Source: an optimization exercise on an open RTL-to-GDS flow (aim: small area, a short achievable clock period and few clock cycles per item). Production flows keep margins and buffers that such runs may drop.
The RTL was checked by simulation tests, not by an equivalence proof against the original design.
Power figures rest on the tool's default switching activity, not on a simulated workload.

==> flow/design.v (excerpt) <==
module sig_16_hw #(parameter K=16,DWIDTH=32,EXPONENT_WIDTH=8, BIAS=8'd127)(input [DWIDTH-1:0] x_in,input clk,start,rst,output reg valid, output [DWIDTH-1:0] y_out);
wire [3:0] idxo;
wire       sp;
reg  [3:0] idx_q;
reg        sp_q, s_q;
always @(posedge clk)
begin
	idx_q <= idxo;
	sp_q  <= sp;
	s_q   <= x_in[31];
	if (rst)
		valid <= 1'b0;
	else
		valid <= start;
end
wire pa_n38, pa_n39, pa_n40, pa_n41, pa_n42, pa_n43, pa_n44, pa_n45, pa_n46, pa_n47, pa_n48, pa_n49, pa_n50, pa_n51, pa_n52, pa_n53, pa_n54, pa_n55, pa_n56, pa_n57, pa_n58, pa_n59, pa_n60, pa_n61, pa_n62, pa_n63, pa_n64, pa_n65, pa_n66, pa_n67, pa_n68, pa_n69, pa_n70, pa_n71, pa_n72, pa_n73, pa_n74, pa_n75, pa_n76, pa_n77, pa_n78, pa_n79, pa_n80, pa_n81, pa_n82, pa_n83, pa_n84, pa_n85, pa_n86, pa_n87, pa_n88, pa_n89, pa_n90, pa_n91, pa_n92, pa_n93, pa_n94, pa_n95, pa_n96, pa_n97, pa_n98, pa_n99, pa_n100, pa_n101, pa_n102, pa_n103, pa_n104, pa_n105, pa_n106, pa_n107, pa_n108, pa_n109, pa_n110, pa_n111, pa_n112, pa_n113, pa_n114, pa_n115, pa_n116, pa_n117, pa_n118, pa_n119, pa_n120, pa_n121, pa_n122, pa_n123, pa_n124, pa_n125, pa_n126, pa_n127, pa_n128, pa_n129, pa_n130, pa_n131, pa_n132, pa_n133, pa_n134, pa_n135, pa_n136, pa_n137, pa_n138, pa_n139, pa_n140, pa_n142, pa_n143, pa_n144, pa_n145, pa_n146, pa_n147, pa_n148, pa_n149, pa_n150, pa_n152, pa_n154, pa_n156, pa_n157;
assign pa_n38 = ~x_in[21]& ~x_in[22];
assign pa_n39 = ~x_in[18]& ~x_in[19];
assign pa_n40 = x_in[20]& ~pa_n39;
  ...
Size: roughly 300 cells after synthesis, roughly 7 flip-flops, ~68 I/O pins.
==> flow/config.mk <==
export PLATFORM = sky130hd
export DESIGN_NAME = sig_16_hw
export DESIGN_NICKNAME = sig_16_hw
export VERILOG_FILES = /design/flow/design.v
export SDC_FILE = /design/flow/constraint.sdc
export NUM_CORES = 4
export LEC_CHECK = 0
export ABC_AREA = 1
export CAP_MARGIN = 20
export CORE_MARGIN = 2
export CORE_UTILIZATION = 40
export CTS_BUF_LIST = sky130_fd_sc_hd__clkbuf_4
export CTS_CLUSTER_DIAMETER = 200
export CTS_CLUSTER_SIZE = 20
export PLACE_DENSITY = 0.6
export SLEW_MARGIN = 20
==> flow/constraint.sdc <==
create_clock -name core_clock -period 10.0 [get_ports {clk}]
set_input_delay 2.0000 -clock core_clock [delete_from_list [all_inputs] [get_ports {clk}]]
set_output_delay 2.0000 -clock core_clock [all_outputs]
set_load 0.01 [all_outputs]
standard.sh (not shown) runs the stock make flow with config.mk's settings and CLKGATE_MAP_FILE= SYNTH_SCRIPT=/design/flow/synth_recipe.tcl, a recipe that flattens the netlist after the stock synthesis.
==> flow/flow/run.sh <==
#!/bin/bash
# The standard layout, with the smallest buffer on the ports instead of
# the delay buffer buffer_ports would pick by itself, and timing repair
# aiming at a shorter period than the clock's.
set -euo pipefail
export BUFFER_PORTS_ARGS="-buffer_cell sky130_fd_sc_hd__buf_1"
export SETUP_SLACK_MARGIN=6.2
bash standard.sh > standard.log 2>&1
The first run produced a clean layout.
Testbench counts at the start, summed over its fixed seeds: cycles 6,392, items 3,200.
Rerun with:
--- a/flow/flow/run.sh
+++ b/flow/flow/run.sh
@@ -5,4 +5,4 @@
 set -euo pipefail
 export BUFFER_PORTS_ARGS="-buffer_cell sky130_fd_sc_hd__buf_1"
-export SETUP_SLACK_MARGIN=6.2
+export SETUP_SLACK_MARGIN=6.0
 bash standard.sh > standard.log 2>&1
CTS_BUF_LIST = sky130_fd_sc_hd__clkbuf_8   (was sky130_fd_sc_hd__clkbuf_4)
Result:
- The new run completed with no timing, DRC or antenna violations
- wire length hardly moves
- sequential power increases slightly
- hold slack is better by 0.024 ns
- final cell count decreases slightly
- global-route usage decreases by 0.18 points
- clock power increases by a quarter to a third
- fmax decreases by a few percent
- setup slack is worse by 0.17 ns
- via count increases slightly
- final area decreases slightly
- sequential share of layout area decreases by 0.49 points

========
Setup of run G:
sig_16_hw, a different RTL version from the one above (not shown whole).
Size: about 290 cells after synthesis, roughly 7 flip-flops, roughly 68 I/O pins.
export LEC_CHECK = 0
export ABC_AREA = 1
export CAP_MARGIN = 20
export CORE_MARGIN = 2
export CORE_UTILIZATION = 40
export CTS_BUF_LIST = sky130_fd_sc_hd__clkbuf_4
export CTS_CLUSTER_DIAMETER = 200
export CTS_CLUSTER_SIZE = 20
export PLACE_DENSITY = 0.6
export SLEW_MARGIN = 20
create_clock -name core_clock -period 10.0 [get_ports {clk}]
==> flow/flow/run.sh <==
#!/bin/bash
# The standard layout, with the smallest buffer on the ports instead of
# the delay buffer buffer_ports would pick by itself, and timing repair
# aiming at a shorter period than the clock's.
set -euo pipefail
export BUFFER_PORTS_ARGS="-buffer_cell sky130_fd_sc_hd__buf_1"
export SETUP_SLACK_MARGIN=5.6
bash standard.sh > standard.log 2>&1
The flow did not stop early for run G: all stages ran, and the layout cleared the timing, design-rule and antenna checks.
Testbench counts of run G, summed over its fixed seeds: cycles 6,392, items 3,200.
Setup changes, run G to run K
Settings: swapping sky130_fd_sc_hd__clkbuf_4 for sky130_fd_sc_hd__clkbuf_2 in CTS_BUF_LIST; clearing ABC_AREA, which used to be 1; clearing CTS_CLUSTER_SIZE, which used to be 20; clearing CTS_CLUSTER_DIAMETER, which used to be 200.
-- flow/flow/run.sh --
<<< run G, line 5
set -euo pipefail
export BUFFER_PORTS_ARGS="-buffer_cell sky130_fd_sc_hd__buf_1"
export SETUP_SLACK_MARGIN=5.6
bash standard.sh > standard.log 2>&1
>>> run K, line 5
set -euo pipefail
export BUFFER_PORTS_ARGS="-buffer_cell sky130_fd_sc_hd__buf_1"
export SETUP_SLACK_MARGIN=6.0
bash standard.sh > standard.log 2>&1
==> run notes <==
- Run K ended with every stage complete and zero timing, DRC or antenna violations.
- Looking at critical path depth, run K sits 1 lower than run G does.
- Side by side, final cycle utilization of the critical path turned out lower in run K than in run G.
- Of run K and run G, it is run K that has the higher buffer and inverter count on the worst path.
- Between run K and run G, it is run K whose total power is higher, by 11 uW.
- Between run G and run K, the flow reports multi-input logic cell count increasing by a few percent.
- On total nets after synthesis: run K sits below run G.
- Run K vs run G: number of cells produced by synthesis down by a few percent

[port drivers added, routing unchanged]
Ports are ideal in the flow. The routed layouts listed here were re-timed in OpenROAD.
Step 1, drivers: a clkbuf_16 drives clk and a buf_2 each remaining input, both assumed.
Step 2 also shifts input and output timing later by t, the mid clock arrival at the registers, as if the neighbouring blocks saw the same clock.
Three values: ideal, step 1, step 2; two values: the first two.
run	t (ns)	slack for setup (ns)	worst setup path after step 2	slew at the worst register clock pin (ns)
the first run of note 1	0.257	6.229 / 6.213 / 6.470	register to output	0.05 / 0.05
the second run of note 1	0.237	6.056 / 6.037 / 6.275	register to output	0.04 / 0.04
run G	0.265	5.730 / 5.709 / 5.973	register to output	0.05 / 0.05
run K	0.241	5.990 / 5.973 / 6.214	register to output	0.07 / 0.07
After both steps every run listed still meets setup and hold.
